What follows belongs to an exercise in optimizing a design on an open flow for small area, a short achievable clock period and few clock cycles per item; a production flow would make more cautious choices. The RTL was checked by simulation tests, not by an equivalence proof against the original design.

==> inputs of v7 <==
## DCT_N_2D_seq
module DCT_N_2D_seq #(
parameter N = 8,                     
parameter BIT_DEPTH = 8
)(
input  logic clk,
input  logic reset,
input  logic start,
input  logic [N*N*16-1:0] x,        
output logic [N*N*16-1:0] y,        
output logic done
);
logic busy;                          
logic en;
logic [1023:0] q;                    
logic [1023:0] sr;                   
assign en = start | busy;
genvar gi, gu;
generate
for (gi = 0; gi < 8; gi = gi + 1) begin : UNIT
HEVC_MAC_unit u (.clk(clk), .sel(busy), .en(en), .xr(x[gi*128 +: 128]),
.sr(sr[gi*128 +: 128]), .q(q[gi*128 +: 128]));
for (gu = 0; gu < 8; gu = gu + 1) begin : WR
assign y[(gu*8+gi)*16 +: 16] = q[gi*128 + gu*16 +: 16];
assign sr[gi*128 + gu*16 +: 16] = q[gu*128 + gi*16 +: 16];
end
end
endgenerate
always_ff @(posedge clk or posedge reset) begin
if (reset) begin
busy <= 1'b0;
done <= 1'b0;
end else if (busy) begin
busy <= 1'b0;
done <= 1'b1;
end else if (start) begin
busy <= 1'b1;
done <= 1'b0;
end
end
endmodule
Settings: LEC_CHECK=0, ABC_AREA=1, CAP_MARGIN=20, CORE_AREA=10 10 790 790, DIE_AREA=0 0 800 800, SLEW_MARGIN=20, SYNTH_HIERARCHICAL=1; clock period 14.0 ns.
standard.sh (not shown) runs the stock make flow with config.mk's settings and CLKGATE_MAP_FILE= SYNTH_SCRIPT=/design/flow/synth_recipe.tcl, a recipe that flattens the netlist after the stock synthesis.
==> flow/flow/run.sh <==
#!/bin/bash
# The standard layout (the standard.sh: ORFS synth to finish, final DEF in
# out/), with one change: the buffers that placement puts on every input and
# output port are buf_1 cells instead of ORFS's default pick
# (clkdlybuf4s50_1, a slow delay cell four times the size).
# make's full output goes to flow_make.log in the work folder; ORFS also
# keeps its per-step logs under orfs/logs/.
set -euo pipefail
bash standard.sh "BUFFER_PORTS_ARGS=-buffer_cell sky130_fd_sc_hd__buf_1" finish > flow_make.log 2>&1
==> v32: changes against v7 <==
--- a/flow/design.v
+++ b/flow/design.v
@@ -72,19 +72,26 @@
 default: coeff = 8'sd0;
 endcase
 end
 endmodule
 module HEVC_MAC_unit (
 input  logic clk,
-input  logic sel,              
-input  logic en,               
+input  logic reset,
+input  logic start,
 input  logic [127:0] xr,       
 input  logic [127:0] sr,
 output logic [127:0] q         
 );
 logic [127:0] yout;
+logic sel;
+logic en;
+always_ff @(posedge clk or posedge reset) begin
+if (reset) sel <= 1'b0;
+else sel <= start & ~sel;
+end
+assign en = start | sel;
 wire [127:0] xin = sel ? sr : xr;
 wire [15:0] in0 = xin[0 +: 16];
 wire [15:0] in1 = xin[16 +: 16];
 wire [15:0] in2 = xin[32 +: 16];
 wire [15:0] in3 = xin[48 +: 16];
 wire [15:0] in4 = xin[64 +: 16];
@@ -4332,20 +4339,18 @@
 input  logic start,
 input  logic [N*N*16-1:0] x,        
 output logic [N*N*16-1:0] y,        
 output logic done
 );
 logic busy;                          
-logic en;
 logic [1023:0] q;                    
 logic [1023:0] sr;                   
-assign en = start | busy;
 genvar gi, gu;
 generate
 for (gi = 0; gi < 8; gi = gi + 1) begin : UNIT
-HEVC_MAC_unit u (.clk(clk), .sel(busy), .en(en), .xr(x[gi*128 +: 128]),
+HEVC_MAC_unit u (.clk(clk), .reset(reset), .start(start), .xr(x[gi*128 +: 128]),
 .sr(sr[gi*128 +: 128]), .q(q[gi*128 +: 128]));
 for (gu = 0; gu < 8; gu = gu + 1) begin : WR
 assign y[(gu*8+gi)*16 +: 16] = q[gi*128 + gu*16 +: 16];
 assign sr[gi*128 + gu*16 +: 16] = q[gu*128 + gi*16 +: 16];
 end
 end
SETUP_SLACK_MARGIN = 3   (was not set)
==> v36: changes against v7 <==
--- a/flow/design.v
+++ b/flow/design.v
@@ -72,19 +72,26 @@
 default: coeff = 8'sd0;
 endcase
 end
 endmodule
 module HEVC_MAC_unit (
 input  logic clk,
-input  logic sel,              
-input  logic en,               
+input  logic reset,
+input  logic start,
 input  logic [127:0] xr,       
 input  logic [127:0] sr,
 output logic [127:0] q         
 );
 logic [127:0] yout;
+logic sel;
+logic en;
+always_ff @(posedge clk or posedge reset) begin
+if (reset) sel <= 1'b0;
+else sel <= start & ~sel;
+end
+assign en = start | sel;
 wire [127:0] xin = sel ? sr : xr;
 wire [15:0] in0 = xin[0 +: 16];
 wire [15:0] in1 = xin[16 +: 16];
 wire [15:0] in2 = xin[32 +: 16];
 wire [15:0] in3 = xin[48 +: 16];
 wire [15:0] in4 = xin[64 +: 16];
@@ -4332,20 +4339,18 @@
 input  logic start,
 input  logic [N*N*16-1:0] x,        
 output logic [N*N*16-1:0] y,        
 output logic done
 );
 logic busy;                          
-logic en;
 logic [1023:0] q;                    
 logic [1023:0] sr;                   
-assign en = start | busy;
 genvar gi, gu;
 generate
 for (gi = 0; gi < 8; gi = gi + 1) begin : UNIT
-HEVC_MAC_unit u (.clk(clk), .sel(busy), .en(en), .xr(x[gi*128 +: 128]),
+HEVC_MAC_unit u (.clk(clk), .reset(reset), .start(start), .xr(x[gi*128 +: 128]),
 .sr(sr[gi*128 +: 128]), .q(q[gi*128 +: 128]));
 for (gu = 0; gu < 8; gu = gu + 1) begin : WR
 assign y[(gu*8+gi)*16 +: 16] = q[gi*128 + gu*16 +: 16];
 assign sr[gi*128 + gu*16 +: 16] = q[gu*128 + gi*16 +: 16];
 end
 end
SETUP_SLACK_MARGIN = 4   (was not set)
==> qor summary <==
metric	v7	v36	v32
Area post-placement	311000 µm²	313000 µm²	313000 µm²
Worst setup startpoint	busy	UNIT[3].u.sel	x[800]
Register bit total from synthesis	1026	1034	1034
# placed instances	39800	40200	40200
Fraction of synthesized cell area in xor and xnor cells	0.0379	0.0378	0.0378
Worst setup margin	2.41 ns	4.12 ns	3.21 ns
First-pass GRT wire length	1920000 µm	1950000 µm	1950000 µm
Run status	no timing/DRC/antenna violations	no timing/DRC/antenna violations	no timing/DRC/antenna violations
Gate Count Post-Synth	29500	30000	30000
Unrepaired setup endpoints after global routing	false	true	false
Vias in the first global route	232000	234000	234000
Data arrival at the endpoint of the critical path	12.28 ns	10.57 ns	11.48 ns
Area of the mapped netlist	291000 µm²	293000 µm²	293000 µm²
Layout clock area frac	0.0166	0.0161	0.0166
Routed wirelength normalized by instance count	35.7 µm	35.5 µm	35.7 µm
Type of the worst setup path	register to register	register to register	input pin to register
Average cell area after synthesis	9.87 µm²	9.77 µm²	9.77 µm²
Met2 wirelength from detailed routing	590000 µm	586000 µm	581000 µm
Count of flip-flops and latches	1026	1034	1034
Fin crit share	0.828	0.705	0.770
CTS sink count	1026	1034	1034
Clock latency on the worst-skew pair	1.00 ns	1.01 ns	1.02 ns
Sequential cell area	30800 µm²	31000 µm²	31000 µm²
Number of setup buffers added after CTS	0	33	0
Highest-delay cell along the critical path	dfrtp_4	or2_0	xor2_1
Testbench counts of v7, summed over its fixed seeds: cycles 384, items 192.
Testbench counts of v32, summed over its fixed seeds: cycles 384, items 192.
Testbench counts of v36, summed over its fixed seeds: cycles 384, items 192.

==> re-timing with driven ports <==
The flow's constraints put no driver on any port. The routed layouts listed below were extracted and timed again, unchanged, in two steps.
Step 1, drivers: a clkbuf_16 drives clk and a buf_2 each remaining input, both assumed.
Step 2, shift: input delay + t, output delay - t, t = (earliest + latest rising clock arrival at the registers) / 2. This alone moves slack from input paths to output paths.
Slacks: ideal ports / drivers / drivers and shift; pairs: ideal ports / drivers.
run	t (ns)	slack for setup (ns)	worst slew at a driven data input, ns	pins driven straight from the clock port
v7	1.119	2.411 / 2.411 / 1.723	0.36	1
v32	1.114	3.213 / 3.326 / 2.212	0.32	1
v36	1.127	4.123 / 4.123 / 3.124	0.33	1
After both steps setup and hold are still met in every run listed. The setup slack of v32, which loses most, moves by +0.113 ns with the drivers and by -1.001 ns with both steps.
